What follows belongs to an exercise in optimizing a design on an open flow for small area; a production flow would make more cautious choices. In this exercise RTL edits were held to simulation tests only and were not proved equivalent to the original. The flow treats the clock pin as an ideal source, which a real chip does not have. Power is estimated from default activity; no workload was simulated.

[config.mk]
export PLATFORM = sky130hd
export DESIGN_NAME = pong
export DESIGN_NICKNAME = pong
export VERILOG_FILES = /design/flow/design.v
export SDC_FILE = /design/flow/constraint.sdc
export NUM_CORES = 4
export LEC_CHECK = 0
export CAP_MARGIN = 20
export CORE_MARGIN = 2
export CORE_UTILIZATION = 70
export SLEW_MARGIN = 20
[constraint.sdc]
create_clock -name core_clock -period 20.0 [get_ports {clk_50M}]
set_input_delay 4.0000 -clock core_clock [delete_from_list [all_inputs] [get_ports {clk_50M}]]
set_output_delay 4.0000 -clock core_clock [all_outputs]
set_load 0.01 [all_outputs]
[design.v]
`default_nettype none
module pong(
	input logic clk_50M,
	input logic rst,
	input logic [16:0] sw,
	input logic [3:0] btns_b,
	output logic [17:0] ledr,
	output logic [8:0] ledg,
    output logic HS, VS,
    output logic [23:0] VGA_RGB,
    output logic VGA_clk,
    output logic VGA_blank
);
	logic clk;
	assign clk = clk_50M;
	logic       clk_25M;
	logic [9:0] hc, vc;
	logic       in_play;
	logic [2:0] lscore, rscore;
	logic [9:0] bx_q;
	logic [8:1] by_q;
	logic       dir_x, dir_y;
	logic [9:0] period_q, cnt_q;
	logic [8:0] lp_q, rp_q;
	logic       upd_d, pv_r, hit_r;
	logic [9:0] bx, period, cnt;
	logic [8:0] by, lp, rp;
	assign bx = bx_q ^ 10'd464;
	assign by = {by_q ^ 8'd135, ~bx[0]};
	assign period = period_q ^ 10'd1000;
	assign cnt = cnt_q ^ 10'd1000;
	assign lp = lp_q ^ 9'd251;
	assign rp = rp_q ^ 9'd251;
	assign ledg = 9'b0;
	assign ledr = {12'b0, lscore, rscore};
	function automatic [9:0] step(input [9:0] v, input en, input down);
		logic [9:0] t;
		t[0] = en;
		for (int i = 1; i < 10; i++) t[i] = t[i-1] & (v[i-1] ^ down);
		step = v ^ t;
	endfunction
	logic upd;
	assign upd = ~|cnt;
	logic h_end, v_end;
	assign h_end = hc[9] & hc[8] & (&hc[4:0]);
	assign v_end = vc[9] & vc[3];
	assign VGA_clk = ~clk_25M;
	assign HS = (hc > 10'd95);
	assign VS = (vc > 10'd1);
	assign VGA_blank = (hc >= 10'd144) & (hc <= 10'd783) & (vc >= 10'd31) & (vc <= 10'd510);
	logic [2:0] stripe;
	always_comb begin
		stripe = 3'd0;
		if (hc >= 10'd144 && hc <= 10'd783) begin
			if      (hc >= 10'd704) stripe = 3'd7;
			else if (hc >= 10'd624) stripe = 3'd6;
			else if (hc >= 10'd544) stripe = 3'd5;
			else if (hc >= 10'd464) stripe = 3'd4;
			else if (hc >= 10'd384) stripe = 3'd3;
			else if (hc >= 10'd304) stripe = 3'd2;
			else if (hc >= 10'd224) stripe = 3'd1;
			else                    stripe = 3'd0;
		end
	end
	logic [9:0] dhx, dbv;
	assign dhx = hc - bx;
	assign dbv = vc - {1'b0, by};
	logic in_ball;
	assign in_ball = (dhx <= 10'd10) & (dbv <= 10'd10);
	logic pad_hor, job_pic, sub_le;
	logic [8:0] sub_a, sub_b, sub_d;
	assign pad_hor = (hc >= 10'd149 && hc <= 10'd154) || (hc >= 10'd768 && hc <= 10'd773);
	assign job_pic = pad_hor & (clk_25M | upd_d);
	assign sub_a = job_pic ? vc[8:0] : by;
	assign sub_b = (job_pic ? hc[9] : bx[9]) ? rp : lp;
	assign sub_d = sub_a - sub_b;
	assign sub_le = (sub_d <= 9'd40);
	logic in_pad, white;
	assign in_pad = pad_hor & (job_pic ? sub_le : pv_r);
	assign white = in_pad | in_ball;
	always_comb begin
		if (sw[16])
			VGA_RGB = {stripe[2], 7'b0, stripe[1], 7'b0, stripe[0], 7'b0};
		else
			VGA_RGB = {24{white}};
	end
	logic off_left, off_right, off_sides, off_top, off_bottom, off_wall;
	assign off_left   = (bx == 10'd144);
	assign off_right  = (bx == 10'd783);
	assign off_sides  = off_left | off_right;
	assign off_top    = (by == 9'd31);
	assign off_bottom = (by == 9'd510);
	assign off_wall   = off_top | off_bottom;
	logic hit_pad;
	assign hit_pad = ((bx == 10'd154) | (bx == 10'd758)) & (job_pic ? hit_r : sub_le);
	logic dir_x_n, dir_y_n;
	assign dir_x_n = (upd & (hit_pad | off_sides)) ? ~dir_x : dir_x;
	assign dir_y_n = (upd & off_wall) ? ~dir_y : dir_y;
	logic [9:0] period_n;
	assign period_n = period - ({3'b0, period[9:3]} & {10{off_sides & upd}});
	logic lbtn_dn, lbtn_up, rbtn_dn, rbtn_up;
	assign lbtn_dn = ~btns_b[3];
	assign lbtn_up = ~btns_b[2];
	assign rbtn_dn = ~btns_b[1];
	assign rbtn_up = ~btns_b[0];
	logic [9:0] lp_s, rp_s, bx_s, by_s, cnt_s;
	assign lp_s = step({1'b0, lp}, upd & in_play & ((lbtn_dn & ~lbtn_up & (lp != 9'd470)) | (lbtn_up & ~lbtn_dn & (lp != 9'd32))), lbtn_up);
	assign rp_s = step({1'b0, rp}, upd & in_play & ((rbtn_dn & ~rbtn_up & (rp != 9'd470)) | (rbtn_up & ~rbtn_dn & (rp != 9'd32))), rbtn_up);
	assign bx_s = step(bx, upd & in_play, ~dir_x_n);
	assign by_s = step({1'b0, by}, upd & in_play, ~dir_y_n);
	assign cnt_s = step(cnt, 1'b1, 1'b1);
	always_ff @(posedge clk, posedge rst) begin
		if (rst) begin
			clk_25M <= 1'b0;
			hc <= 10'd0;
			vc <= 10'd0;
			upd_d <= 1'b0;
			pv_r <= 1'b0;
			hit_r <= 1'b0;
		end else begin
			clk_25M <= ~clk_25M;
			hc <= step(hc, ~clk_25M, 1'b0) & ~{{2{~clk_25M & h_end}}, 2'b0, ~clk_25M & h_end, 5'b0};
			vc <= step(vc, ~clk_25M & h_end, 1'b0) & ~{~clk_25M & h_end & v_end, 5'b0, ~clk_25M & h_end & v_end, 2'b0, ~clk_25M & h_end & v_end};
			upd_d <= upd;
			if (job_pic) pv_r <= sub_le;
			else         hit_r <= sub_le;
		end
	end
	always_ff @(posedge clk, posedge rst) begin
		if (rst) begin
			in_play <= 1'b0;
			lscore <= 3'd0;
			rscore <= 3'd0;
			bx_q <= 10'd0;
			by_q <= 8'd0;
			dir_x <= 1'b0;
			dir_y <= 1'b0;
			period_q <= 10'd0;
			cnt_q <= 10'd0;
			lp_q <= 9'd0;
			rp_q <= 9'd0;
		end else begin
			period_q <= period_n ^ 10'd1000;
			cnt_q <= (cnt_s & (period_n | {10{~upd}})) ^ 10'd1000;   
			lp_q <= lp_s[8:0] ^ 9'd251;
			rp_q <= rp_s[8:0] ^ 9'd251;
			if (upd & off_sides) begin
				bx_q <= 10'd0;
				by_q <= 8'd0;
			end else begin
				bx_q <= bx_s ^ 10'd464;
				by_q <= by_s[8:1] ^ 8'd135;
			end
			if (upd) begin
				dir_x <= dir_x_n;
				dir_y <= dir_y_n;
				if (off_right) lscore <= lscore + 3'd1;
				if (off_left)  rscore <= rscore + 3'd1;
				if (in_play) begin
					if (off_sides) in_play <= 1'b0;
				end else if (sw[0])
					in_play <= 1'b1;
			end
		end
	end
endmodule
[flow/run.sh]
#!/bin/bash
# The standard ORFS layout, except that:
#  - synthesis maps the logic with several area-oriented ABC scripts (some
#    using &deepsyn with a time limit), keeps
#    the smallest result, and leaves adders to ABC (no full/half-adder
#    extraction); the registers are those of the standard synthesis;
#  - each port gets the smallest buffer (buf_1) instead of the default;
#  - the clock tree is built without dummy loads.
# All output goes to standard.log; ORFS keeps per-step logs under orfs/logs.
set -euo pipefail
here=$(pwd)
export AREA_ABC_SCRIPTS="$(ls $here/flow/abc_*.script | tr '\n' ' ')"
export BUFFER_PORTS_ARGS="-buffer_cell sky130_fd_sc_hd__buf_1"
export CTS_ARGS="-sink_clustering_enable -repair_clock_nets -buf_list sky130_fd_sc_hd__clkbuf_8 -dont_use_dummy_load"
bash standard.sh SYNTH_SCRIPT=$here/flow/synth.tcl ADDER_MAP_FILE= finish > standard.log 2>&1
[flow/abc_ds1.script]
strash
&get -n
&fraig -x
&put
scorr
dc2
&get -n
&deepsyn -T 20 -S 1
&put
strash
dch -f
amap -m -F 4 -A 8
[flow/abc_ds2.script]
strash
&get -n
&fraig -x
&put
scorr
dc2
&get -n
&deepsyn -T 20 -S 2
&put
strash
dch -f
amap -m -F 4 -A 8
[flow/abc_ds3.script]
strash
&get -n
&fraig -x
&put
scorr
dc2
&get -n
&deepsyn -T 20 -S 3
&put
strash
dch -f
amap -m -F 4 -A 8
[flow/abc_ds4.script]
strash
&get -n
&fraig -x
&put
scorr
dc2
&get -n
&deepsyn -T 20 -S 4
&put
strash
dch -f
amap -m -F 4 -A 8
[flow/abc_ds5.script]
strash
&get -n
&fraig -x
&put
scorr
dc2
&get -n
&deepsyn -T 20 -S 5
&put
strash
dch -f
amap -m -F 4 -A 8
[flow/abc_ds6.script]
strash
&get -n
&fraig -x
&put
scorr
dc2
&get -n
&deepsyn -T 20 -S 6
&put
strash
dch -f
amap -m -F 4 -A 8
[flow/abc_e2.script]
strash
&get -n
&fraig -x
&put
scorr
dc2
balance -l
resub -K 6 -l
rewrite -l
resub -K 6 -N 2 -l
refactor -l
resub -K 8 -l
balance -l
resub -K 8 -N 2 -l
rewrite -l
resub -K 10 -l
rewrite -z -l
resub -K 10 -N 2 -l
balance -l
resub -K 12 -l
refactor -z -l
resub -K 12 -N 2 -l
rewrite -z -l
balance -l
strash
&get -n
&dch -f
&nf -R 1000
&put
[flow/abc_e3.script]
strash
&get -n
&fraig -x
&put
scorr
dc2
balance -l
resub -K 6 -l
rewrite -l
resub -K 6 -N 2 -l
refactor -l
resub -K 8 -l
balance -l
resub -K 8 -N 2 -l
rewrite -l
resub -K 10 -l
rewrite -z -l
resub -K 10 -N 2 -l
balance -l
resub -K 12 -l
refactor -z -l
resub -K 12 -N 2 -l
rewrite -z -l
balance -l
balance -l
resub -K 6 -l
rewrite -l
resub -K 6 -N 2 -l
refactor -l
resub -K 8 -l
balance -l
resub -K 8 -N 2 -l
rewrite -l
resub -K 10 -l
rewrite -z -l
resub -K 10 -N 2 -l
balance -l
resub -K 12 -l
refactor -z -l
resub -K 12 -N 2 -l
rewrite -z -l
balance -l
strash
&get -n
&dch -f
&nf -R 1000
&put
[flow/abc_g5.script]
strash
&get -n
&fraig -x
&put
scorr
dc2
balance -l
resub -K 6 -l
rewrite -l
resub -K 6 -N 2 -l
refactor -l
resub -K 8 -l
balance -l
resub -K 8 -N 2 -l
rewrite -l
resub -K 10 -l
rewrite -z -l
resub -K 10 -N 2 -l
balance -l
resub -K 12 -l
refactor -z -l
resub -K 12 -N 2 -l
rewrite -z -l
balance -l
balance -l
resub -K 6 -l
rewrite -l
resub -K 6 -N 2 -l
refactor -l
resub -K 8 -l
balance -l
resub -K 8 -N 2 -l
rewrite -l
resub -K 10 -l
rewrite -z -l
resub -K 10 -N 2 -l
balance -l
resub -K 12 -l
refactor -z -l
resub -K 12 -N 2 -l
rewrite -z -l
balance -l
balance -l
resub -K 6 -l
rewrite -l
resub -K 6 -N 2 -l
refactor -l
resub -K 8 -l
balance -l
resub -K 8 -N 2 -l
rewrite -l
resub -K 10 -l
rewrite -z -l
resub -K 10 -N 2 -l
balance -l
resub -K 12 -l
refactor -z -l
resub -K 12 -N 2 -l
rewrite -z -l
balance -l
strash
&get -n
&dch -f
&nf -R 1000
&put
[flow/abc_h1.script]
strash
&get -n
&fraig -x
&put
scorr
dc2
balance -l
resub -K 6 -l
rewrite -l
resub -K 6 -N 2 -l
refactor -l
resub -K 8 -l
balance -l
resub -K 8 -N 2 -l
rewrite -l
resub -K 10 -l
rewrite -z -l
resub -K 10 -N 2 -l
balance -l
resub -K 12 -l
refactor -z -l
resub -K 12 -N 2 -l
rewrite -z -l
balance -l
strash
dch -f
amap -m
[flow/abc_h2.script]
strash
&get -n
&fraig -x
&put
scorr
dc2
balance -l
resub -K 6 -l
rewrite -l
resub -K 6 -N 2 -l
refactor -l
resub -K 8 -l
balance -l
resub -K 8 -N 2 -l
rewrite -l
resub -K 10 -l
rewrite -z -l
resub -K 10 -N 2 -l
balance -l
resub -K 12 -l
refactor -z -l
resub -K 12 -N 2 -l
rewrite -z -l
balance -l
strash
dch -f
amap -F 4 -A 8
[flow/abc_h3.script]
strash
&get -n
&fraig -x
&put
scorr
dc2
balance -l
resub -K 6 -l
rewrite -l
resub -K 6 -N 2 -l
refactor -l
resub -K 8 -l
balance -l
resub -K 8 -N 2 -l
rewrite -l
resub -K 10 -l
rewrite -z -l
resub -K 10 -N 2 -l
balance -l
resub -K 12 -l
refactor -z -l
resub -K 12 -N 2 -l
rewrite -z -l
balance -l
strash
dch -f
amap -m -F 4 -A 8
[flow/abc_h4.script]
strash
&get -n
&fraig -x
&put
scorr
dc2
balance -l
resub -K 6 -l
rewrite -l
resub -K 6 -N 2 -l
refactor -l
resub -K 8 -l
balance -l
resub -K 8 -N 2 -l
rewrite -l
resub -K 10 -l
rewrite -z -l
resub -K 10 -N 2 -l
balance -l
resub -K 12 -l
refactor -z -l
resub -K 12 -N 2 -l
rewrite -z -l
balance -l
balance -l
resub -K 6 -l
rewrite -l
resub -K 6 -N 2 -l
refactor -l
resub -K 8 -l
balance -l
resub -K 8 -N 2 -l
rewrite -l
resub -K 10 -l
rewrite -z -l
resub -K 10 -N 2 -l
balance -l
resub -K 12 -l
refactor -z -l
resub -K 12 -N 2 -l
rewrite -z -l
balance -l
strash
dch -f
amap
[flow/abc_h8.script]
strash
&get -n
&fraig -x
&put
scorr
dc2
balance -l
resub -K 6 -l
rewrite -l
resub -K 6 -N 2 -l
refactor -l
resub -K 8 -l
balance -l
resub -K 8 -N 2 -l
rewrite -l
resub -K 10 -l
rewrite -z -l
resub -K 10 -N 2 -l
balance -l
resub -K 12 -l
refactor -z -l
resub -K 12 -N 2 -l
rewrite -z -l
balance -l
strash
amap
[flow/synth.tcl]
# The standard synthesis (synth_recipe.tcl), except for the ABC step: the
# logic is mapped with each of the area-oriented ABC scripts listed in
# AREA_ABC_SCRIPTS and the smallest result is kept. Everything before ABC,
# and so every register's name and cell, is unchanged.
proc synth {args} { yosys synth -nofsm -noshare {*}$args }
proc abc {args} {
  set i [lsearch -exact $args -script]
  set lib [lindex $::env(LIB_FILES) 0]
  set stat_file $::env(OBJECTS_DIR)/abc_area_pick.txt
  yosys design -save pre_abc
  set best_area ""
  set best_script ""
  foreach script $::env(AREA_ABC_SCRIPTS) {
    yosys design -load pre_abc
    if { [catch { yosys abc {*}[lreplace $args [expr {$i+1}] [expr {$i+1}] $script] } err] } {
      puts "ABC script $script failed: $err"
      continue
    }
    yosys tee -q -o $stat_file stat -liberty $lib
    set fh [open $stat_file r]; set txt [read $fh]; close $fh
    regexp {Chip area for module[^:]*:\s*([0-9.]+)} $txt -> area
    puts "ABC script $script: area $area"
    if { $best_area eq "" || $area < $best_area } {
      set best_area $area; set best_script $script
      yosys design -save best_abc
    }
  }
  puts "ABC script picked: $best_script ($best_area)"
  yosys design -load best_abc
}
source $::env(SCRIPTS_DIR)/synth.tcl
# left out here: clear keep_hierarchy, flatten, clean up, hide names made inside functions, write 1_2_yosys.v
[standard.sh]
#!/bin/bash
# synth_recipe.tcl (not shown) runs the flow's synth.tcl, then flattens the netlist and writes it again
# the make line also repeats each setting of config.mk as NAME=value (left out here)
make -C /OpenROAD-flow-scripts/flow DESIGN_CONFIG=/design/flow/config.mk WORK_HOME=/design/flow/orfs CLKGATE_MAP_FILE= SYNTH_SCRIPT=/design/flow/synth_recipe.tcl "${@:-finish}"
==> impl_metrics.yaml, run 1 <==
cells_and_area:
  diodes: 0
  fill_cells: 625
  area_growth_pct: 3.633
  final_layout_size_suffix_gt1_share_pct: 1.769
  fin_nets: 760
  final_cell_area_um2: 5603
timing:
  finalCritPeriodShare_pct: 52.85
  finClkSkew_ps: 36.41
  setup_tns_ps: 0
  fmax_mhz: 94.60
  rsz0062_at_grt: "no"
  max_slew.worst_pin.slew_ps: 960.1
  final_max_slew_viol_count: 0
  hold_ws_ps: 453.4
  hold_viol_final: 0
  fin_crit_ps: 10570
  setup_viol: 0
  slew_headroom_pct: 35.76
clock_network:
  clock_sinks: 89
  cts_resized: 0
  cts_tree: "yes"
  cts_setup_buffers: 0
  worst_skew_pair.late_latency_ps: 370
  cts_hold_buf: 0
  cts_buffers: 9
  clockRootBuffer: "clkbuf_8"
  path_clk_slew_ps: 100
  clockBufferDepth: 2
  htreeDepth: 3
die:
  placement_rows: 32
  io_pins: 78
  floorplan.die_area_um2: 8443
  start_util_pct: 71.07
  design.core.area_um2: 7607
  die_h_um: 91.89
  die_w_um: 91.89
global_route:
  gr-usage-all-layers_pct: 29.69
  antenna_found_initial: 0
  gr-total-overflow: 0
  grt_start_max_net_pins: 68
  grt_first_pass_wirelength_mm: 20.43
  first_global_vias: 4520
pwr:
  p_per_area_nw_per_um2: 51.30
  p_total_uw: 287.4
  irDropWorstVdd_mv: 0.03864
  p_leak_nw: 2.182
routing:
  viasPerCell: 6.082
  drc: 0
  wl_per_cell_um: 14.34
  ant_nets: 0
  wirelength_mm: 12.00
  firstDrtPassIters: 7
  drtIter0Drc: 366
  vias: 5091
logic_synthesis:
  synth_mux_area_share_pct: 0.1851
  synthCells: 703
  syn_area_um2: 5406
  yosys_most_used_dff: "dfrtp_1"
  synth-edff-count: 0
  syn_area_per_cell_um2: 7.691
  synth-xor-area-share_pct: 0.1620
  synth_adder_area_share_pct: 0
  synth-async-reset-ratio_pct: 100.0
  synth_top_family_by_area: "compound AO/OA/AOI/OAI gates"
  synth_compound_area_share_pct: 26.75
  ys_types: 44
  yosys.area_share.simple_pct: 18.31
  ys_ff_latch: 89
  ys_seq_area_share_pct: 41.19
  yosysWarnings: 1
run_status:
  status: "complete, no violations"
placed_design:
  gp_congestion: 0.9143
  hpwl_mm: 9.012
  postPlaceCellArea_um2: 5479
  io_buffers: 41
setup_path:
  arrival_ps: 6570
  end_kind: "primary output"
  worst_setup_path_start_kind: "register"
  cp_max_fo: 22
  cp.required_ps: 16000
  critPathKind: "reg -> out"
run:
  drv_cap: 0
min_path:
  hold_class: "reg -> reg"
==> Yosys cell counts (all sizes together) (3+ instances only) <==
library cell	number	area, µm²
o21a	8	60.06
or2	5	31.28
clkinv	110	412.9
o22ai	39	244.0
a21oi	55	275.3
o221ai	16	140.1
a211oi	10	75.07
a22oi	8	60.06
dfrtp	89	2227
nor2	123	461.7
or4	3	22.52
nand2	44	165.2
nor3	23	115.1
a31oi	10	62.56
nand3	6	30.03
a221oi	8	70.07
o21ai	57	285.3
o211ai	4	30.03
buf	41	307.8
nor4	8	50.05
nand4	7	43.79
==> metal layers <==
layer	up-vias	GRT usage [%]	routed length, µm	part of all wire [%]
li1	2512	-	-	-
met1	2346	40.27	5276	44
met2	210	48.04	5626	47
met3	23	4.930	817	6.8
met4	0	11.69	282	2.3
met5	-	0	0	0
==> cells in the final DEF, fill, tap and decap left out, types with 7 or more instances in the layout <==
cell type / netlist / final
conb_1: 1 / 21
buf_1: 0 / 41
nand4_1: 7 / 7
o22ai_1: 39 / 39
o21a_1: 8 / 8
clkinv_1: 110 / 109
a21oi_1: 55 / 55
nor2_1: 123 / 123
o21ai_0: 57 / 57
nand2_1: 44 / 44
o221ai_1: 16 / 16
clkbuf_8: 0 / 9
a31oi_1: 10 / 10
nor4_1: 8 / 8
dfrtp_1: 89 / 89
nor3_1: 23 / 23
a221oi_1: 8 / 8
a22oi_1: 8 / 8
a211oi_1: 10 / 10
==> critical path, stage by stage (launching register included) <==
cell	delay, ps
dfrtp_1	450
clkinv_1	220
nand2_1	150
nor4b_1	70
o221a_1	290
o21ai_0	90
buf_4	200
clkinv_1	310
o22ai_1	800
clkinv_1	470
o22ai_1	280
a21oi_1	90
o22ai_1	200
o21ai_0	160
a31oi_1	270
o21ai_0	170
a21oi_1	160
o211ai_1	130
o21ai_0	260
a22oi_1	150
nor2_1	740
clkinv_1	230
o21ai_0	140
buf_1	170
==> final cells by class <==
type	instances	area (µm²)	area share, %
Sequential cell	89	2227	39.75
Inverter	110	414.1	7.392
Clock buffer	9	123.9	2.211
Tap cell	102	127.6	2.278
Timing Repair Buffer	44	176.4	3.149
Multi-Input combinational cell	483	2534	45.22
==> registers in the layout, summed over array words and instances (netlist names) <==
| name | count |
|---|---|
| bx_q | 10 |
| by_q | 8 |
| clk_25M | 1 |
| cnt_q | 10 |
| dir_x | 1 |
| dir_y | 1 |
| hc | 10 |
| hit_r | 1 |
| in_play | 1 |
| lp_q | 9 |
| lscore | 3 |
| period_q | 10 |
| pv_r | 1 |
| rp_q | 9 |
| rscore | 3 |
| upd_d | 1 |
| vc | 10 |
==> per-stage QoR <==
step,instances,setup slack (ps),utilization (%)
after floorplan,723,10570,-
after global placement,828,10140,72.02
after detailed placement,828,9897,72.02
after CTS,837,9515,73.65
after global routing,837,8637,73.65
final,837,9430,73.65
==> logic make-up (layout without fill, tap and decap cells) <==
kind of cell           after synthesis  in the layout
AO/OA/AOI/OAI                      231            231
XOR/XNOR                             1              1
buffers and inverters              151            163
flip-flops                          89             89
multiplexers                         1              1
other                                1             21
AND/OR/NAND/NOR                    229            229
==> worst paths after layout <==
kind	cells after the start	endpoint	from	slack, ps
worst min register to register	1	cnt_q[0]	cnt_q[0]	450
max in group asynchronous	3	lp_q[3]	rst	15250
min in group asynchronous	2	rp_q[3]	rst	3590
worst min-delay path	1	cnt_q[0]	cnt_q[0]	450
worst max register to register	37	bx_q[9]	hc[8]	12120
worst max-delay path	23	VGA_RGB[15]	hc[8]	9430
==> power by group <==
part	switching [mW]	internal (mW)	total (mW)
sequential	0.000948	0.180	0.181
combinational	0.00786	0.00152	0.00938
clock	0.0562	0.0404	0.0966
==> inputs of run 2 (changes only) <==
--- a/design.v
+++ b/design.v
@@ -47,11 +47,13 @@
 	assign VGA_clk = ~clk_25M;
 	assign HS = (hc > 10'd95);
 	assign VS = (vc > 10'd1);
-	assign VGA_blank = (hc >= 10'd144) & (hc <= 10'd783) & (vc >= 10'd31) & (vc <= 10'd510);
+	logic h_vis;
+	assign h_vis = (hc >= 10'd144) & ~(hc[9] & hc[8] & hc[4]);
+	assign VGA_blank = h_vis & (vc >= 10'd31) & (vc <= 10'd510);
 	logic [2:0] stripe;
 	always_comb begin
 		stripe = 3'd0;
-		if (hc >= 10'd144 && hc <= 10'd783) begin
+		if (h_vis) begin
 			if      (hc >= 10'd704) stripe = 3'd7;
 			else if (hc >= 10'd624) stripe = 3'd6;
 			else if (hc >= 10'd544) stripe = 3'd5;
@@ -85,14 +87,14 @@
 			VGA_RGB = {24{white}};
 	end
 	logic off_left, off_right, off_sides, off_top, off_bottom, off_wall;
-	assign off_left   = (bx == 10'd144);
-	assign off_right  = (bx == 10'd783);
+	assign off_left   = ((bx & 10'd879) == 10'd0);
+	assign off_right  = ((bx & 10'd783) == 10'd783);
 	assign off_sides  = off_left | off_right;
-	assign off_top    = (by == 9'd31);
-	assign off_bottom = (by == 9'd510);
+	assign off_top    = ((by & 9'd480) == 9'd0);
+	assign off_bottom = ((by & 9'd510) == 9'd510);
 	assign off_wall   = off_top | off_bottom;
 	logic hit_pad;
-	assign hit_pad = ((bx == 10'd154) | (bx == 10'd758)) & (job_pic ? hit_r : sub_le);
+	assign hit_pad = (((bx & 10'd879) == 10'd10) | ((bx & 10'd767) == 10'd758)) & (job_pic ? hit_r : sub_le);
 	logic dir_x_n, dir_y_n;
 	assign dir_x_n = (upd & (hit_pad | off_sides)) ? ~dir_x : dir_x;
 	assign dir_y_n = (upd & off_wall) ? ~dir_y : dir_y;
@@ -104,8 +106,8 @@
 	assign rbtn_dn = ~btns_b[1];
 	assign rbtn_up = ~btns_b[0];
 	logic [9:0] lp_s, rp_s, bx_s, by_s, cnt_s;
-	assign lp_s = step({1'b0, lp}, upd & in_play & ((lbtn_dn & ~lbtn_up & (lp != 9'd470)) | (lbtn_up & ~lbtn_dn & (lp != 9'd32))), lbtn_up);
-	assign rp_s = step({1'b0, rp}, upd & in_play & ((rbtn_dn & ~rbtn_up & (rp != 9'd470)) | (rbtn_up & ~rbtn_dn & (rp != 9'd32))), rbtn_up);
+	assign lp_s = step({1'b0, lp}, upd & in_play & ((lbtn_dn & ~lbtn_up & ~((lp & 9'd470) == 9'd470)) | (lbtn_up & ~lbtn_dn & ~((lp & 9'd479) == 9'd0))), lbtn_up);
+	assign rp_s = step({1'b0, rp}, upd & in_play & ((rbtn_dn & ~rbtn_up & ~((rp & 9'd470) == 9'd470)) | (rbtn_up & ~rbtn_dn & ~((rp & 9'd479) == 9'd0))), rbtn_up);
 	assign bx_s = step(bx, upd & in_play, ~dir_x_n);
 	assign by_s = step({1'b0, by}, upd & in_play, ~dir_y_n);
 	assign cnt_s = step(cnt, 1'b1, 1'b1);
==> flow/abc_dsc1.script (new file) <==
strash
&get -n
&fraig -x
&put
scorr
dc2
&get -n
&deepsyn -T 20 -S 1
&put
balance -l
resub -K 6 -l
rewrite -l
resub -K 6 -N 2 -l
refactor -l
resub -K 8 -l
balance -l
resub -K 8 -N 2 -l
rewrite -l
resub -K 10 -l
rewrite -z -l
resub -K 10 -N 2 -l
balance -l
resub -K 12 -l
refactor -z -l
resub -K 12 -N 2 -l
rewrite -z -l
balance -l
strash
dch -f
amap -m -F 4 -A 8
==> flow/abc_dsc10.script (new file) <==
strash
&get -n
&fraig -x
&put
scorr
dc2
&get -n
&deepsyn -T 20 -S 10
&put
balance -l
resub -K 6 -l
rewrite -l
resub -K 6 -N 2 -l
refactor -l
resub -K 8 -l
balance -l
resub -K 8 -N 2 -l
rewrite -l
resub -K 10 -l
rewrite -z -l
resub -K 10 -N 2 -l
balance -l
resub -K 12 -l
refactor -z -l
resub -K 12 -N 2 -l
rewrite -z -l
balance -l
strash
dch -f
amap -m -F 4 -A 8
==> flow/abc_dsc2.script (new file) <==
strash
&get -n
&fraig -x
&put
scorr
dc2
&get -n
&deepsyn -T 20 -S 2
&put
balance -l
resub -K 6 -l
rewrite -l
resub -K 6 -N 2 -l
refactor -l
resub -K 8 -l
balance -l
resub -K 8 -N 2 -l
rewrite -l
resub -K 10 -l
rewrite -z -l
resub -K 10 -N 2 -l
balance -l
resub -K 12 -l
refactor -z -l
resub -K 12 -N 2 -l
rewrite -z -l
balance -l
strash
dch -f
amap -m -F 4 -A 8
==> flow/abc_dsc3.script (new file) <==
strash
&get -n
&fraig -x
&put
scorr
dc2
&get -n
&deepsyn -T 20 -S 3
&put
balance -l
resub -K 6 -l
rewrite -l
resub -K 6 -N 2 -l
refactor -l
resub -K 8 -l
balance -l
resub -K 8 -N 2 -l
rewrite -l
resub -K 10 -l
rewrite -z -l
resub -K 10 -N 2 -l
balance -l
resub -K 12 -l
refactor -z -l
resub -K 12 -N 2 -l
rewrite -z -l
balance -l
strash
dch -f
amap -m -F 4 -A 8
==> flow/abc_dsc4.script (new file) <==
strash
&get -n
&fraig -x
&put
scorr
dc2
&get -n
&deepsyn -T 20 -S 4
&put
balance -l
resub -K 6 -l
rewrite -l
resub -K 6 -N 2 -l
refactor -l
resub -K 8 -l
balance -l
resub -K 8 -N 2 -l
rewrite -l
resub -K 10 -l
rewrite -z -l
resub -K 10 -N 2 -l
balance -l
resub -K 12 -l
refactor -z -l
resub -K 12 -N 2 -l
rewrite -z -l
balance -l
strash
dch -f
amap -m -F 4 -A 8
==> flow/abc_dsc5.script (new file) <==
strash
&get -n
&fraig -x
&put
scorr
dc2
&get -n
&deepsyn -T 20 -S 5
&put
balance -l
resub -K 6 -l
rewrite -l
resub -K 6 -N 2 -l
refactor -l
resub -K 8 -l
balance -l
resub -K 8 -N 2 -l
rewrite -l
resub -K 10 -l
rewrite -z -l
resub -K 10 -N 2 -l
balance -l
resub -K 12 -l
refactor -z -l
resub -K 12 -N 2 -l
rewrite -z -l
balance -l
strash
dch -f
amap -m -F 4 -A 8
==> flow/abc_dsc6.script (new file) <==
strash
&get -n
&fraig -x
&put
scorr
dc2
&get -n
&deepsyn -T 20 -S 6
&put
balance -l
resub -K 6 -l
rewrite -l
resub -K 6 -N 2 -l
refactor -l
resub -K 8 -l
balance -l
resub -K 8 -N 2 -l
rewrite -l
resub -K 10 -l
rewrite -z -l
resub -K 10 -N 2 -l
balance -l
resub -K 12 -l
refactor -z -l
resub -K 12 -N 2 -l
rewrite -z -l
balance -l
strash
dch -f
amap -m -F 4 -A 8
==> flow/abc_dsc7.script (new file) <==
strash
&get -n
&fraig -x
&put
scorr
dc2
&get -n
&deepsyn -T 20 -S 7
&put
balance -l
resub -K 6 -l
rewrite -l
resub -K 6 -N 2 -l
refactor -l
resub -K 8 -l
balance -l
resub -K 8 -N 2 -l
rewrite -l
resub -K 10 -l
rewrite -z -l
resub -K 10 -N 2 -l
balance -l
resub -K 12 -l
refactor -z -l
resub -K 12 -N 2 -l
rewrite -z -l
balance -l
strash
dch -f
amap -m -F 4 -A 8
==> flow/abc_dsc8.script (new file) <==
strash
&get -n
&fraig -x
&put
scorr
dc2
&get -n
&deepsyn -T 20 -S 8
&put
balance -l
resub -K 6 -l
rewrite -l
resub -K 6 -N 2 -l
refactor -l
resub -K 8 -l
balance -l
resub -K 8 -N 2 -l
rewrite -l
resub -K 10 -l
rewrite -z -l
resub -K 10 -N 2 -l
balance -l
resub -K 12 -l
refactor -z -l
resub -K 12 -N 2 -l
rewrite -z -l
balance -l
strash
dch -f
amap -m -F 4 -A 8
==> flow/abc_dsc9.script (new file) <==
strash
&get -n
&fraig -x
&put
scorr
dc2
&get -n
&deepsyn -T 20 -S 9
&put
balance -l
resub -K 6 -l
rewrite -l
resub -K 6 -N 2 -l
refactor -l
resub -K 8 -l
balance -l
resub -K 8 -N 2 -l
rewrite -l
resub -K 10 -l
rewrite -z -l
resub -K 10 -N 2 -l
balance -l
resub -K 12 -l
refactor -z -l
resub -K 12 -N 2 -l
rewrite -z -l
balance -l
strash
dch -f
amap -m -F 4 -A 8
removed: flow/abc_e2.script
removed: flow/abc_e3.script
removed: flow/abc_g5.script
==> impl_metrics.yaml, run 2 <==
logic_synthesis:
  ys_types: 41
  ys_seq_area_share_pct: 41.55
  yosysWarnings: 1
  synth_top_cells_by_count: "127 x nor2_1, 99 x clkinv_1, 89 x dfrtp_1"
  syn_area_um2: 5360
  synth.area.top_cells: "dfrtp_1 42%, nor2_1 8.9%, clkinv_1 6.9%"
  post-synth-top-count-cell: "nor2_1"
  synthCells: 693
  synth-edff-count: 0
  yosys_most_used_dff: "dfrtp_1"
  ys_ff_latch: 89
  synth-async-reset-ratio_pct: 100.0
  synth_top_cell_by_area: "dfrtp_1"
  yosysTopAreaCellShare_pct: 41.55
  syn_area_per_cell_um2: 7.735
setup_path:
  cp_slowest_cell: "nor2_1"
  arrival_ps: 6530
  worst_setup_path_start_kind: "register"
  path_cells: "clkinv_1, o2111ai_1, o41ai_1, o2111a_1, o21ai_0, buf_4, clkinv_1, o22ai_1, clkinv_1, o22ai_1, nor2_1, a21oi_1, clkinv_1, o31a_1, or3_1, o21ai_0, a22oi_1, nor2_1, a31o_1, o21a_1, buf_1"
  cp.required_ps: 16000
  slowest_delay_ps: 810
  cpMostUsedCell: "clkinv_1"
  ff2ff_setup_slack_ps: 13260
  end_kind: "primary output"
  critPathKind: "reg -> out"
  cp_max_fo: 23
placed_design:
  dp_slack_ps: 10010
  gp_congestion: 0.8916
  hpwl_mm: 9.217
  io_buffers: 41
cells_and_area:
  diodes: 0
  layout_common_cells: "127 x nor2_1, 98 x clkinv_1, 89 x dfrtp_1, 61 x o21ai_0, 57 x a21oi_1"
  fin_nets: 749
  area_growth_pct: 3.525
  layout_commonest_cell: "nor2_1"
  utilization_pct: 75.70
  final_layout_size_suffix_gt1_share_pct: 1.657
timing:
  setup_viol: 0
  finClkSkew_ps: 37.99
  fin_crit_ps: 10530
  final_max_slew_viol_count: 0
  finalCritPeriodShare_pct: 52.64
  rsz0062_at_grt: "no"
  fmax_mhz: 94.99
  postLayoutSetupSlackWorst_ps: 9472
  max_slew.worst_pin.slew_ps: 1030
  setup_tns_ps: 0
  slew_headroom_pct: 31.05
  hold_viol_final: 0
pwr:
  p_per_area_nw_per_um2: 51.38
  p_clk_share_pct: 34.4
  switching_share_pct: 22.43
  p_seq_share_pct: 63.1
  intPower_uw: 221.1
  pwr-share-comb_pct: 2.6
  irDropWorstVdd_mv: 0.05382
  p_leak_nw: 2.214
  p_sw_uw: 63.96
run_status:
  status: "complete, no violations"
routing:
  wl_per_cell_um: 15.28
  ant_nets: 0
  wirelength_mm: 12.58
  drtIter0Drc: 483
  firstDrtPassIters: 5
  viasPerCell: 6.220
  vias: 5119
  drc: 0
die:
  die_w_um: 91.51
  die_h_um: 91.51
  design.core.area_um2: 7331
  io_pins: 78
  placement_rows: 31
  start_util_pct: 73.12
  floorplan.die_area_um2: 8373
clock_network:
  cts_buffers: 9
  htreeDepth: 3
  worst_skew_pair.late_latency_ps: 370
  clockBufferDepth: 2
  clock_sinks: 89
  cts_hold_buf: 0
  path_clk_slew_ps: 110
  cts_resized: 0
  clockRootBuffer: "clkbuf_8"
  cts_setup_buffers: 0
  cts_tree: "yes"
global_route:
  gr-usage-all-layers_pct: 30.84
  first_global_vias: 4802
  grt_first_pass_wirelength_mm: 21.02
  gr-total-overflow: 0
  grt_start_max_net_pins: 90
  antenna_found_initial: 0
min_path:
  hold_class: "reg -> reg"
run:
  drv_cap: 0
run 2: per-layer routing:
metal  vias to the layer above  wire, µm  GRT usage [%]
met5                         -         0              0
met4                         0       318          10.23
met3                        40       954          6.058
met2                       264      6136          53.00
met1                      2328      5169          39.00
li1                       2487         -              -
run 2: final timing paths:
| kind | startpoint | end | cells after the start |
|---|---|---|---|
| worst max-delay path | hc[4] | VGA_RGB[7] | 21 |
| worst min-delay path | cnt_q[0] | cnt_q[0] | 1 |
| worst max register to register | hc[4] | bx_q[7] | 27 |
| worst min register to register | cnt_q[0] | cnt_q[0] | 1 |
| max in group asynchronous | rst | lscore[2] | 3 |
| min in group asynchronous | rst | cnt_q[0] | 3 |
run 2: power by group through the flow:
stage | clock (mW) | combinational [mW] | sequential, mW
floorplan | 0 | 0.00822 | 0.183
global placement | 0 | 0.00722 | 0.183
detailed placement | 0 | 0.00733 | 0.183
CTS | 0.0986 | 0.00736 | 0.180
global route | 0.106 | 0.00861 | 0.180
finish | 0.0980 | 0.00730 | 0.180
run 2: cell type report:
class,instances,area [µm²]
clock buffer,9,123.9
fill,591,1782
inverter,99,372.9
multi-input combinational,484,2529
sequential,89,2227
tap,99,123.9
timing repair buffer,43,172.7
run 2: cells by family (layout without fill, tap and decap cells):
group / count (synthesis) / count (layout) / share of synthesized area, %
AOI/OAI and AO/OA: 244 / 244 / 28.32
xor gates and xnor gates: 2 / 2 / 0.3269
buffers and inverters: 140 / 151 / 12.68
DFF: 89 / 89 / 41.55
other: 1 / 21 / 0.06996
and+or+nand+nor: 217 / 217 / 17.06
run 2: through the flow:
step                      hold slack (ps)  cell area (µm²)  cells  total power, mW
after global routing                482.1             5549    823           0.2947
after detailed placement            439.7             5421    814           0.1907
after CTS                           454.6             5545    823           0.2858
after global placement              429.1             5421    814           0.1906
final                               450.9             5549    823           0.2851
after floorplan                     416.9             5435    713           0.1916
run 2: worst max-delay path: cells and delay by family (launching register included):
| family | cells | cell delay [ps] |
|---|---|---|
| AO/OA/AOI/OAI | 12 | 2860 |
| buffers and inverters | 6 | 1530 |
| flip-flops | 1 | 510 |
| AND/OR/NAND/NOR | 3 | 1260 |
==> inputs of run 3 (changes only) <==
--- a/flow/run.sh
+++ b/flow/run.sh
@@ -5,11 +5,13 @@
 #    the smallest result, and leaves adders to ABC (no full/half-adder
 #    extraction); the registers are those of the standard synthesis;
 #  - each port gets the smallest buffer (buf_1) instead of the default;
-#  - the clock tree is built without dummy loads.
+#  - the clock tree is built without dummy loads, and its clkbuf_8 cells
+#    become clkbuf_4 where the clock-pin slew stays low (cts_downsize.tcl).
 # All output goes to standard.log; ORFS keeps per-step logs under orfs/logs.
 set -euo pipefail
 here=$(pwd)
 export AREA_ABC_SCRIPTS="$(ls $here/flow/abc_*.script | tr '\n' ' ')"
 export BUFFER_PORTS_ARGS="-buffer_cell sky130_fd_sc_hd__buf_1"
+export POST_CTS_TCL=$here/flow/cts_downsize.tcl
 export CTS_ARGS="-sink_clustering_enable -repair_clock_nets -buf_list sky130_fd_sc_hd__clkbuf_8 -dont_use_dummy_load"
 bash standard.sh SYNTH_SCRIPT=$here/flow/synth.tcl ADDER_MAP_FILE= finish > standard.log 2>&1
==> flow/cts_downsize.tcl (new file) <==
proc cts_worst_clk_slew {} {
  set worst 0
  foreach pin [get_pins -hierarchical */CLK] {
    foreach p {slew_max_rise slew_max_fall} {
      set s [get_property $pin $p]
      if {$s > $worst} { set worst $s }
    }
  }
  return $worst
}
estimate_parasitics -placement
puts "cts_downsize: worst clock pin slew before [cts_worst_clk_slew]"
foreach inst [get_cells *] {
  if { [get_property $inst ref_name] ne "sky130_fd_sc_hd__clkbuf_8" } { continue }
  set name [get_full_name $inst]
  replace_cell $inst sky130_fd_sc_hd__clkbuf_4
  estimate_parasitics -placement
  set w [cts_worst_clk_slew]
  if { $w > 0.110 } {
    replace_cell $inst sky130_fd_sc_hd__clkbuf_8
    estimate_parasitics -placement
    puts "cts_downsize: $name stays clkbuf_8 ($w)"
  } else {
    puts "cts_downsize: $name -> clkbuf_4 ($w)"
  }
}
puts "cts_downsize: worst clock pin slew after [cts_worst_clk_slew]"
==> impl_metrics.yaml, run 3 <==
placed_design:
  gp_congestion: 0.8916
  postPlaceCellArea_um2: 5421
  dp_slack_ps: 10010
  hpwl_mm: 9.217
  io_buffers: 41
timing:
  hold_ws_ps: 451.0
  hold_viol_final: 0
  rsz0062_at_grt: "no"
  finClkSkew_ps: 40.91
  final_max_slew_viol_count: 0
  fmax_mhz: 94.24
  fin_crit_ps: 10610
  setup_viol: 0
  max_slew.worst_pin.slew_ps: 1030
  finalCritPeriodShare_pct: 53.05
  slew_headroom_pct: 31.10
  setup_tns_ps: 0
  postLayoutSetupSlackWorst_ps: 9389
routing:
  drc: 0
  drtIter0Drc: 504
  viasPerCell: 6.207
  firstDrtPassIters: 8
  vias: 5108
  wirelength_mm: 12.55
  ant_nets: 0
  wl_per_cell_um: 15.25
cells_and_area:
  diodes: 0
  layout_commonest_cell: "nor2_1"
  area_growth_pct: 3.058
  final_layout_size_suffix_gt1_share_pct: 1.657
  fin_nets: 749
  layout_common_cells: "127 x nor2_1, 98 x clkinv_1, 89 x dfrtp_1, 61 x o21ai_0, 57 x a21oi_1"
  final_cell_area_um2: 5524
setup_path:
  timing.rr.start: "hc[9]"
  critPathKind: "reg -> out"
  reg2reg_depth: 27
  arrival_ps: 6610
  ff2ff_setup_slack_ps: 13300
  end_kind: "primary output"
  cp_slowest_cell: "nor2_1"
  path_cells: "clkinv_1, nor2_1, o2111ai_1, o41ai_1, o2111a_1, o21ai_0, buf_4, o22ai_1, clkinv_1, o22ai_1, nor2_1, a21oi_1, clkinv_1, o31a_1, or3_1, o21ai_0, a22oi_1, nor2_1, a31o_1, o21a_1, buf_1"
  cp.required_ps: 16000
  r2r-end: "bx_q[7]"
  slowest_delay_ps: 810
  worst_setup_path_start_kind: "register"
  cp_max_fo: 23
global_route:
  antenna_found_initial: 0
  grt_first_pass_wirelength_mm: 20.99
  grt_start_max_net_pins: 90
  gr-usage-all-layers_pct: 30.80
  first_global_vias: 4799
  gr-total-overflow: 0
logic_synthesis:
  yosys_most_used_dff: "dfrtp_1"
  synthCells: 693
  synth.area.top_cells: "dfrtp_1 42%, nor2_1 8.9%, clkinv_1 6.9%"
  synth_top_cells_by_count: "127 x nor2_1, 99 x clkinv_1, 89 x dfrtp_1"
  synth-edff-count: 0
  yosysWarnings: 1
  ys_ff_latch: 89
  syn_area_um2: 5360
  syn_area_per_cell_um2: 7.735
  yosysTopAreaCellShare_pct: 41.55
  synth_top_cell_by_area: "dfrtp_1"
  ys_seq_area_share_pct: 41.55
  ys_types: 41
  post-synth-top-count-cell: "nor2_1"
  synth-async-reset-ratio_pct: 100.0
run:
  drv_cap: 0
pwr:
  pwr-share-comb_pct: 2.6
  intPower_uw: 212.3
  irDropWorstVdd_mv: 0.05432
  p_leak_nw: 2.204
  p_clk_share_pct: 32.1
  p_total_uw: 275.7
  p_seq_share_pct: 65.2
  switching_share_pct: 22.99
  p_sw_uw: 63.38
  p_per_area_nw_per_um2: 49.90
min_path:
  hold_class: "reg -> reg"
  hold_end: "cnt_q[0]"
  holdPathStages: 1
  min_from: "cnt_q[0]"
die:
  start_util_pct: 73.12
  design.core.area_um2: 7331
  floorplan.die_area_um2: 8373
  die_h_um: 91.51
  io_pins: 78
  die_w_um: 91.51
  placement_rows: 31
clock_network:
  path_clk_slew_ps: 110
  worst_skew_pair.late_latency_ps: 440
  cts_tree: "yes"
  clock_sinks: 89
run_status:
  status: "complete, no violations"
-- run 3: cell counts after synthesis --
Identical to the previous run, type by type.
-- run 3: cell type report --
cell class                 count  area [µm²]
multi-input combinational    484        2529
sequential                    89        2227
fill                         599        1807
inverter                      99       372.9
timing repair buffer          43       172.7
tap                           99       123.9
clock buffer                   9       98.84
-- run 3: per-layer routing --
metal	up-vias	GRT usage (%)	part of all wire, %
met2	265	53.00	49
li1	2489	-	-
met4	0	10.23	2.6
met5	-	0	0
met3	32	6.058	7.7
met1	2322	38.89	41
-- run 3: power by group through the flow --
stage,sequential (mW),clock (mW),combinational (mW)
final,0.180,0.0886,0.00730
after global placement,0.183,0,0.00722
after global routing,0.180,0.0959,0.00861
after detailed placement,0.183,0,0.00733
after floorplan,0.183,0,0.00822
-- run 3: worst max path at each step --
stage | start | endpoint
global placement | hc[4] | VGA_RGB[23]
global route | hc[9] | VGA_RGB[15]
finish | hc[9] | VGA_RGB[7]
detailed placement | hc[9] | VGA_RGB[7]
floorplan | hc[4] | VGA_RGB[15]
-- run 3: worst max-delay path, delay by kind of cell, from the launching register on --
family / cells / cell delay (ps)
buf+inv: 5 / 1170
compound gates: 12 / 2870
flops: 1 / 540
simple gates: 4 / 1580
-- run 3: logic make-up (layout without fill, tap and decap cells) --
family | Yosys count | after routing | synth area share (%)
XOR/XNOR | 2 | 2 | 0.3269
buffers and inverters | 140 | 151 | 12.68
flip-flops | 89 | 89 | 41.55
AO/OA/AOI/OAI | 244 | 244 | 28.32
AND/OR/NAND/NOR | 217 | 217 | 17.06
other | 1 | 21 | 0.06996
-- run 3: per-stage QoR --
step	util (%)	cells
5_1_grt	75.35	823
2_1_floorplan	-	713
3_3_place_gp	73.95	814
6_report	75.35	823
3_5_place_dp	73.95	814
==> inputs of run 4 (changes only) <==
--- a/flow/cts_downsize.tcl
+++ b/flow/cts_downsize.tcl
@@ -16,7 +16,7 @@
   replace_cell $inst sky130_fd_sc_hd__clkbuf_4
   estimate_parasitics -placement
   set w [cts_worst_clk_slew]
-  if { $w > 0.110 } {
+  if { $w > 0.105 } {
     replace_cell $inst sky130_fd_sc_hd__clkbuf_8
     estimate_parasitics -placement
     puts "cts_downsize: $name stays clkbuf_8 ($w)"
==> impl_metrics.yaml, run 4 <==
setup_path:
  cp.required_ps: 16000
  critPathKind: "reg -> out"
  startpoint: "hc[4]"
  ff2ff_setup_slack_ps: 13260
  reg2reg_depth: 27
  cp_max_fo: 23
  timing.rr.start: "hc[4]"
  r2r-end: "bx_q[7]"
  worst_setup_path_start_kind: "register"
  arrival_ps: 6530
  end_kind: "primary output"
die:
  start_util_pct: 73.12
  die_w_um: 91.51
  floorplan.die_area_um2: 8373
  die_h_um: 91.51
  io_pins: 78
  design.core.area_um2: 7331
  placement_rows: 31
timing:
  fmax_mhz: 94.99
  final_max_slew_viol_count: 0
  postLayoutSetupSlackWorst_ps: 9472
  fin_crit_ps: 10530
  rsz0062_at_grt: "no"
  finalCritPeriodShare_pct: 52.64
  max_slew.worst_pin.slew_ps: 1030
  setup_tns_ps: 0
  hold_viol_final: 0
  slew_headroom_pct: 31.05
  finClkSkew_ps: 37.99
  setup_viol: 0
min_path:
  hold_class: "reg -> reg"
  min_from: "cnt_q[0]"
  hold_end: "cnt_q[0]"
  holdPathStages: 1
routing:
  drc: 0
  ant_nets: 0
  vias: 5119
  firstDrtPassIters: 5
  viasPerCell: 6.220
  wirelength_mm: 12.58
  wl_per_cell_um: 15.28
  drtIter0Drc: 483
global_route:
  grtUsageMet3_pct: 6.058
  grt_first_pass_wirelength_mm: 21.02
  met1_usage_pct: 39.00
  gr-total-overflow: 0
  antenna_found_initial: 0
  gr-usage-all-layers_pct: 30.84
  grt-busiest-layer: "met2"
  first_global_vias: 4802
  use_met2_pct: 53.00
  grt_start_max_net_pins: 90
cells_and_area:
  regArea_um2: 2227
  final_layout_size_suffix_gt1_share_pct: 1.657
  layout_common_cells: "127 x nor2_1, 98 x clkinv_1, 89 x dfrtp_1, 61 x o21ai_0, 57 x a21oi_1"
  layout_commonest_cell: "nor2_1"
  area_growth_pct: 3.525
  multi_input_area_um2: 2529
  fin_nets: 749
  fill_cells: 591
  diodes: 0
clock_network:
  clock_sinks: 89
  cts_tree: "yes"
  worst_skew_pair.late_latency_ps: 370
  path_clk_slew_ps: 110
run:
  drv_cap: 0
logic_synthesis:
  synth.area.top_cells: "dfrtp_1 42%, nor2_1 8.9%, clkinv_1 6.9%"
  post-synth-top-count-cell: "nor2_1"
  yosys_most_used_dff: "dfrtp_1"
  syn_area_um2: 5360
  synthCells: 693
  synth-async-reset-ratio_pct: 100.0
  ys_seq_area_share_pct: 41.55
  synth_top_cell_by_area: "dfrtp_1"
  yosysWarnings: 1
  ys_ff_latch: 89
  ys_types: 41
  synth-edff-count: 0
  syn_area_per_cell_um2: 7.735
  synth_top_cells_by_count: "127 x nor2_1, 99 x clkinv_1, 89 x dfrtp_1"
  yosysTopAreaCellShare_pct: 41.55
pwr:
  pwr-share-comb_pct: 2.6
  intPower_uw: 221.1
  p_per_area_nw_per_um2: 51.38
  p_seq_share_pct: 63.1
  p_clk_share_pct: 34.4
  irDropWorstVdd_mv: 0.05382
  p_leak_nw: 2.214
  switching_share_pct: 22.43
  p_sw_uw: 63.96
run_status:
  status: "complete, no violations"
placed_design:
  gp_congestion: 0.8916
  io_buffers: 41
  hpwl_mm: 9.217
  dp_slack_ps: 10010
## run 4: layout make-up
class	count	area share [%]
clock buffer	9	2.232
inverter	99	6.719
multi-input combinational	484	45.57
sequential	89	40.14
tap	99	2.232
timing repair buffer	43	3.112
## run 4: cells by family after synthesis
kind of cell	Yosys count	share of synthesized area [%]
xor gates and xnor gates	2	0.3269
and+or+nand+nor	217	17.06
other	1	0.06996
DFF	89	41.55
AOI/OAI and AO/OA	244	28.32
buffers and inverters	140	12.68
## run 4: power groups by stage
| stage | Clock [mW] | Combinational (mW) | Sequential [mW] |
|---|---|---|---|
| after floorplan | 0 | 0.00822 | 0.183 |
| after global placement | 0 | 0.00722 | 0.183 |
| after detailed placement | 0 | 0.00733 | 0.183 |
| after global routing | 0.106 | 0.00861 | 0.180 |
| final | 0.0980 | 0.00730 | 0.180 |
## run 4: worst max-delay path: stages, from the launching register on
cell,delay [ps]
dfrtp_1,510
clkinv_1,280
o2111ai_1,160
o41ai_1,100
o2111a_1,170
o21ai_0,90
buf_4,220
clkinv_1,290
o22ai_1,760
clkinv_1,480
o22ai_1,310
nor2_1,100
a21oi_1,180
clkinv_1,120
o31a_1,300
or3_1,350
o21ai_0,250
a22oi_1,160
nor2_1,810
a31o_1,240
o21a_1,140
buf_1,140
## run 4: through the flow
stage / utilization [%] / power [mW] / instance area [µm²] / hold WS [ps] / cells
floorplan: - / 0.1916 / 5435 / 416.9 / 713
global placement: 73.95 / 0.1906 / 5421 / 429.1 / 814
detailed placement: 73.95 / 0.1907 / 5421 / 439.7 / 814
global route: 75.70 / 0.2947 / 5549 / 482.1 / 823
finish: 75.70 / 0.2851 / 5549 / 450.9 / 823
## run 4: how the worst max path moves through the flow
stage	end	cells past startpoint
global route	VGA_RGB[15]	21
finish	VGA_RGB[7]	21
floorplan	VGA_RGB[15]	19
global placement	VGA_RGB[23]	21
detailed placement	VGA_RGB[7]	21
## run 4: routing by layer
metal,wire (µm),vias up
li1,-,2487
met1,5169,2328
met2,6136,264
met3,954,40
met4,318,0
met5,0,-
==> inputs of run 5 (changes only) <==
--- a/flow/cts_downsize.tcl
+++ b/flow/cts_downsize.tcl
@@ -9,14 +9,15 @@
   return $worst
 }
 estimate_parasitics -placement
-puts "cts_downsize: worst clock pin slew before [cts_worst_clk_slew]"
+set start [cts_worst_clk_slew]
+puts "cts_downsize: worst clock pin slew before $start"
 foreach inst [get_cells *] {
   if { [get_property $inst ref_name] ne "sky130_fd_sc_hd__clkbuf_8" } { continue }
   set name [get_full_name $inst]
   replace_cell $inst sky130_fd_sc_hd__clkbuf_4
   estimate_parasitics -placement
   set w [cts_worst_clk_slew]
-  if { $w > 0.105 } {
+  if { $w > $start + 0.001 || $w > 0.112 } {
     replace_cell $inst sky130_fd_sc_hd__clkbuf_8
     estimate_parasitics -placement
     puts "cts_downsize: $name stays clkbuf_8 ($w)"
==> impl_metrics.yaml, run 5 <==
run_status:
  status: "complete, no violations"
die:
  start_util_pct: 73.12
  placement_rows: 31
  floorplan.die_area_um2: 8373
  die_h_um: 91.51
  die_w_um: 91.51
  io_pins: 78
  design.core.area_um2: 7331
clock_network:
  path_clk_slew_ps: 110
  clock_sinks: 89
  cts_tree: "yes"
  worst_skew_pair.late_latency_ps: 440
cells_and_area:
  layout_commonest_cell: "nor2_1"
  utilization_pct: 75.35
  fin_nets: 749
  area_growth_pct: 3.058
  layout_common_cells: "127 x nor2_1, 98 x clkinv_1, 89 x dfrtp_1, 61 x o21ai_0, 57 x a21oi_1"
  diodes: 0
  fill_cells: 599
  final_layout_size_suffix_gt1_share_pct: 1.657
timing:
  rsz0062_at_grt: "no"
  finClkSkew_ps: 40.91
  setup_tns_ps: 0
  fin_crit_ps: 10610
  postLayoutSetupSlackWorst_ps: 9389
  hold_viol_final: 0
  slew_headroom_pct: 31.10
  final_max_slew_viol_count: 0
  setup_viol: 0
  max_slew.worst_pin.slew_ps: 1030
  finalCritPeriodShare_pct: 53.05
  fmax_mhz: 94.24
setup_path:
  cp_max_fo: 23
  arrival_ps: 6610
  cp.required_ps: 16000
  worst_setup_path_start_kind: "register"
  end_kind: "primary output"
  critPathKind: "reg -> out"
logic_synthesis:
  post-synth-top-count-cell: "nor2_1"
  synth_top_cells_by_count: "127 x nor2_1, 99 x clkinv_1, 89 x dfrtp_1"
  synth-async-reset-ratio_pct: 100.0
  yosys_most_used_dff: "dfrtp_1"
  synthCells: 693
  syn_area_um2: 5360
  synth-edff-count: 0
  ys_types: 41
  ys_seq_area_share_pct: 41.55
  syn_area_per_cell_um2: 7.735
  yosysTopAreaCellShare_pct: 41.55
  ys_ff_latch: 89
  synth_top_cell_by_area: "dfrtp_1"
  synth.area.top_cells: "dfrtp_1 42%, nor2_1 8.9%, clkinv_1 6.9%"
  yosysWarnings: 1
placed_design:
  gp_congestion: 0.8916
  io_buffers: 41
  hpwl_mm: 9.217
  dp_slack_ps: 10010
routing:
  routed-wl-met2_mm: 6.111
  firstDrtPassIters: 8
  topRoutingLayerUsed: "met4"
  wl_per_cell_um: 15.25
  drtIter0Drc: 504
  wl_met3_um: 964
  drc: 0
  viasPerCell: 6.207
  vias: 5108
  wirelength_mm: 12.55
  ant_nets: 0
  met1_length_mm: 5.143
pwr:
  p_per_area_nw_per_um2: 49.90
  irDropWorstVdd_mv: 0.05432
  p_leak_nw: 2.204
global_route:
  gr-total-overflow: 0
  gr-usage-all-layers_pct: 30.80
  grt_first_pass_wirelength_mm: 20.99
  antenna_found_initial: 0
  first_global_vias: 4799
  grt_start_max_net_pins: 90
run:
  drv_cap: 0
min_path:
  hold_class: "reg -> reg"
==> run 5: layout make-up <==
| cell class | count | area (µm²) | area share [%] |
|---|---|---|---|
| sequential | 89 | 2227 | 40.32 |
| inverter | 99 | 372.9 | 6.750 |
| clock buffer | 9 | 98.84 | 1.789 |
| timing repair buffer | 43 | 172.7 | 3.126 |
| tap | 99 | 123.9 | 2.242 |
| multi-input combinational | 484 | 2529 | 45.78 |
==> run 5: path summary, 6_finish.rpt <==
check                      startpoint         end  slack [ps]  depth (start not counted)
max reg2reg                     hc[9]     bx_q[7]       13300                         27
min reg2reg                  cnt_q[0]    cnt_q[0]         450                          1
min                          cnt_q[0]    cnt_q[0]         450                          1
max                             hc[9]  VGA_RGB[7]        9390                         21
max in group asynchronous         rst   rscore[2]       15660                          3
min in group asynchronous         rst    cnt_q[2]        3730                          3
==> run 5: through the flow <==
stage          instance area [µm²]  std cells  hold WS, ps  power (mW)
6_report                      5524        823        451.0      0.2757
5_1_grt                       5524        823        482.2      0.2843
3_5_place_dp                  5421        814        439.7      0.1907
3_3_place_gp                  5421        814        429.1      0.1906
2_1_floorplan                 5435        713        416.9      0.1916
==> run 5: logic make-up (layout without fill, tap and decap cells) <==
| family | after synthesis | in the layout | synth area share, % |
|---|---|---|---|
| buffers and inverters | 140 | 151 | 12.68 |
| XOR/XNOR | 2 | 2 | 0.3269 |
| AO/OA/AOI/OAI | 244 | 244 | 28.32 |
| AND/OR/NAND/NOR | 217 | 217 | 17.06 |
| other | 1 | 21 | 0.06996 |
| flip-flops | 89 | 89 | 41.55 |
==> run 5: routing by layer <==
| layer | vias to the layer above | track usage (%) |
|---|---|---|
| met3 | 32 | 6.058 |
| met1 | 2322 | 38.89 |
| li1 | 2489 | - |
| met5 | - | 0 |
| met4 | 0 | 10.23 |
| met2 | 265 | 53.00 |
==> run 5: report_power, final <==
part           leakage, nW  switching (mW)  internal (mW)
clock               0.0544          0.0570         0.0316
combinational         1.05         0.00643       0.000871
sequential            1.10               0          0.180
total                 2.20          0.0634          0.212
==> run 5: critical path, stage by stage (launching register included) <==
cell and delay (ps):
dfrtp_1 540, clkinv_1 250, nor2_1 310, o2111ai_1 150, o41ai_1 90, o2111a_1 290, o21ai_0 100, buf_4 190
o22ai_1 650, clkinv_1 470, o22ai_1 310, nor2_1 100, a21oi_1 180, clkinv_1 120, o31a_1 300, or3_1 360
o21ai_0 260, a22oi_1 160, nor2_1 810, a31o_1 240, o21a_1 140, buf_1 140
==> inputs of run 6 (changes only) <==
--- a/flow/run.sh
+++ b/flow/run.sh
@@ -10,7 +10,11 @@
 # All output goes to standard.log; ORFS keeps per-step logs under orfs/logs.
 set -euo pipefail
 here=$(pwd)
-export AREA_ABC_SCRIPTS="$(ls $here/flow/abc_*.script | tr '\n' ' ')"
+# deepsyn scripts, one per random seed, from the two templates
+mkdir -p $here/abc_gen
+for seed in 1 2 3 4 5 6; do sed "s/SEED/$seed/" $here/flow/deepsyn_a.tmpl > $here/abc_gen/a$seed.script; done
+for seed in $(seq 1 20); do sed "s/SEED/$seed/" $here/flow/deepsyn_b.tmpl > $here/abc_gen/b$seed.script; done
+export AREA_ABC_SCRIPTS="$(ls $here/flow/abc_*.script $here/abc_gen/*.script | tr '\n' ' ')"
 export BUFFER_PORTS_ARGS="-buffer_cell sky130_fd_sc_hd__buf_1"
 export POST_CTS_TCL=$here/flow/cts_downsize.tcl
 export CTS_ARGS="-sink_clustering_enable -repair_clock_nets -buf_list sky130_fd_sc_hd__clkbuf_8 -dont_use_dummy_load"
==> flow/deepsyn_a.tmpl (new file) <==
strash
&get -n
&fraig -x
&put
scorr
dc2
&get -n
&deepsyn -T 20 -S SEED
&put
strash
dch -f
amap -m -F 4 -A 8
==> flow/deepsyn_b.tmpl (new file) <==
strash
&get -n
&fraig -x
&put
scorr
dc2
&get -n
&deepsyn -T 20 -S SEED
&put
balance -l
resub -K 6 -l
rewrite -l
resub -K 6 -N 2 -l
refactor -l
resub -K 8 -l
balance -l
resub -K 8 -N 2 -l
rewrite -l
resub -K 10 -l
rewrite -z -l
resub -K 10 -N 2 -l
balance -l
resub -K 12 -l
refactor -z -l
resub -K 12 -N 2 -l
rewrite -z -l
balance -l
strash
dch -f
amap -m -F 4 -A 8
removed: flow/abc_ds1.script
removed: flow/abc_ds2.script
removed: flow/abc_ds3.script
removed: flow/abc_ds4.script
removed: flow/abc_ds5.script
removed: flow/abc_ds6.script
removed: flow/abc_dsc1.script
removed: flow/abc_dsc10.script
removed: flow/abc_dsc2.script
removed: flow/abc_dsc3.script
removed: flow/abc_dsc4.script
removed: flow/abc_dsc5.script
removed: flow/abc_dsc6.script
removed: flow/abc_dsc7.script
removed: flow/abc_dsc8.script
removed: flow/abc_dsc9.script
==> impl_metrics.yaml, run 6 <==
die:
  start_util_pct: 72.78
  placement_rows: 31
  die_h_um: 91.30
  die_w_um: 91.30
  design.core.area_um2: 7331
  io_pins: 78
  floorplan.die_area_um2: 8336
global_route:
  gr-total-overflow: 0
  gr-usage-all-layers_pct: 31.41
  grt_start_max_net_pins: 90
  grt_first_pass_wirelength_mm: 21.28
  antenna_found_initial: 0
  first_global_vias: 4749
timing:
  finClkSkew_ps: 17.72
  slew_headroom_pct: 45.38
  max_slew.worst_pin.slew_ps: 819.2
  setup_tns_ps: 0
  fmax_mhz: 97.07
  final_max_slew_viol_count: 0
  fin_crit_ps: 10300
  rsz0062_at_grt: "no"
  hold_viol_final: 0
  setup_viol: 0
  finalCritPeriodShare_pct: 51.51
placed_design:
  hpwl_mm: 9.324
  io_buffers: 41
  gp_congestion: 0.9661
  postPlaceCellArea_um2: 5411
routing:
  drc: 0
  vias: 5163
  firstDrtPassIters: 5
  ant_nets: 0
  wl_per_cell_um: 15.63
  wirelength_mm: 12.82
  viasPerCell: 6.296
  drtIter0Drc: 518
pwr:
  p_sw_uw: 67.44
  p_total_uw: 287.3
  irDropWorstVdd_mv: 0.03746
  pwr-share-comb_pct: 3.3
  p_seq_share_pct: 63.1
  p_leak_nw: 2.217
  p_per_area_nw_per_um2: 51.91
  p_clk_share_pct: 33.6
  switching_share_pct: 23.47
  intPower_uw: 219.9
run_status:
  status: "complete, no violations"
cells_and_area:
  final_cell_area_um2: 5535
  utilization_pct: 75.51
  area_growth_pct: 3.752
  fin_nets: 746
  layout_common_cells: "124 x nor2_1, 96 x clkinv_1, 89 x dfrtp_1, 67 x a21oi_1, 54 x o21ai_0"
  layout_commonest_cell: "nor2_1"
  fill_cells: 569
  diodes: 0
  final_layout_size_suffix_gt1_share_pct: 2.080
clock_network:
  path_clk_slew_ps: 90
  clock_sinks: 89
  worst_skew_pair.late_latency_ps: 440
  cts_tree: "yes"
setup_path:
  path_cells: "clkinv_1, o2111ai_1, o41ai_1, o2111a_1, o21ai_0, buf_4, clkinv_1, o22ai_1, clkinv_1, o22ai_1, nor2_1, o21a_1, o21a_1, o41ai_1, o211ai_1, o21ai_0, a21oi_1, nor2_2, clkinv_1, o31ai_1, buf_1"
  cpMostUsedCell: "clkinv_1"
  cp_max_fo: 22
  arrival_ps: 6300
  cp.required_ps: 16000
  critPathKind: "reg -> out"
  worst_setup_path_start_kind: "register"
  slowest_delay_ps: 750
  end_kind: "primary output"
  reg2reg_depth: 27
  cp_slowest_cell: "o22ai_1"
logic_synthesis:
  ys_ff_latch: 89
  post-synth-top-count-cell: "nor2_1"
  synth-async-reset-ratio_pct: 100.0
  synth_top_cell_by_area: "dfrtp_1"
  syn_area_um2: 5335
  syn_area_per_cell_um2: 7.755
  synthCells: 688
  yosysWarnings: 1
  yosys_most_used_dff: "dfrtp_1"
  ys_seq_area_share_pct: 41.74
  yosysTopAreaCellShare_pct: 41.74
  synth-edff-count: 0
  ys_types: 41
  synth_top_cells_by_count: "125 x nor2_1, 97 x clkinv_1, 89 x dfrtp_1"
  synth.area.top_cells: "dfrtp_1 42%, nor2_1 8.8%, clkinv_1 6.8%"
run:
  drv_cap: 0
min_path:
  holdPathStages: 1
  hold_class: "reg -> reg"
run 6: cell types whose count changed in the layout (fill, tap and decap cells not counted), moves of 4 or more:
cell     change
a21oi_1     +10
o21ai_0      -7
o21a_1       -6
a31oi_1      -5
nor4_1       +5
a22oi_1      -4
nand4_1      +4
nor3_1       -4
run 6: area by class of cell:
cell class	count	area, µm²	area share (%)
Multi-Input combinational cell	481	2514	45.41
Clock buffer	9	117.6	2.125
Tap cell	99	123.9	2.238
Timing Repair Buffer	45	187.7	3.391
Inverter	97	365.4	6.600
Sequential cell	89	2227	40.24
run 6: cells by family after synthesis:
family | count (synthesis) | share of synthesized area, %
simple gates | 229 | 18.88
compound gates | 228 | 26.22
buf+inv | 138 | 12.59
flops | 89 | 41.74
xor+xnor | 3 | 0.4926
other cells | 1 | 0.07029
run 6: critical path, delay by kind of cell (launching register included):
family,cells,cell delay (ps)
flops,1,440
simple gates,2,630
compound gates,13,3090
buf+inv,6,1710
run 6: power by group through the flow:
stage	clock network (mW)	logic (mW)	registers (mW)
after global placement	0	0.00919	0.185
after global routing	0.103	0.0110	0.181
after detailed placement	0	0.00941	0.185
after floorplan	0	0.00992	0.185
final	0.0966	0.00949	0.181
run 6: worst paths after layout:
kind / start / to / slack (ps)
max reg2reg: hc[7] / bx_q[9] / 13410
min in group asynchronous: rst / cnt_q[0] / 3750
max in group asynchronous: rst / by_q[8] / 15680
min reg2reg: cnt_q[0] / cnt_q[0] / 450
max: hc[7] / VGA_RGB[15] / 9700
min: cnt_q[0] / cnt_q[0] / 450
run 6: per-layer routing:
metal	global-route usage, %	share of wire [%]
met4	12.37	1.9
met2	51.85	47
met1	42.49	43
met5	0	0
met3	3.900	7.7
run 6: per-stage QoR:
stage	std cells	hold slack, ps	setup WS (ps)
2_1_floorplan	708	417.0	10690
3_3_place_gp	811	431.4	10150
3_5_place_dp	811	443.5	9956
5_1_grt	820	476.9	9080
6_report	820	451.7	9698

static timing again, ports no longer ideal:
In the flow no input, the clock included, has a driving cell. The finished layouts below were timed again as built, in two steps.
Step 1 (the two cells are an assumption about what drives the block):
set clk [get_ports {clk_50M}]
set_driving_cell -lib_cell sky130_fd_sc_hd__clkbuf_16 $clk
set_driving_cell -lib_cell sky130_fd_sc_hd__buf_2 [delete_from_list [all_inputs] $clk]
Step 2 also shifts input and output timing later by t, the mid clock arrival at the registers, as if the neighbouring blocks saw the same clock.
a / b / c = ideal ports / drivers / drivers and shift; a / b = the first two.
run | shift t [ns] | setup WS [ns] | worst setup path at the end | slew at the worst register clock pin (ns) | worst data-port slew with drivers (ns)
run 1 | 0.389 | 9.430 / 9.395 / 9.784 | register to output | 0.10 / 0.10 | 0.03
run 2 | 0.385 | 9.472 / 9.438 / 9.823 | register to output | 0.11 / 0.11 | 0.03
run 3 | 0.457 | 9.389 / 9.357 / 9.814 | register to output | 0.12 / 0.12 | 0.03
run 4 | 0.385 | 9.472 / 9.438 / 9.823 | register to output | 0.11 / 0.11 | 0.03
run 5 | 0.457 | 9.389 / 9.357 / 9.814 | register to output | 0.12 / 0.12 | 0.03
run 6 | 0.463 | 9.698 / 9.666 / 10.129 | register to output | 0.09 / 0.09 | 0.03
After both steps setup and hold are still met in every run listed.
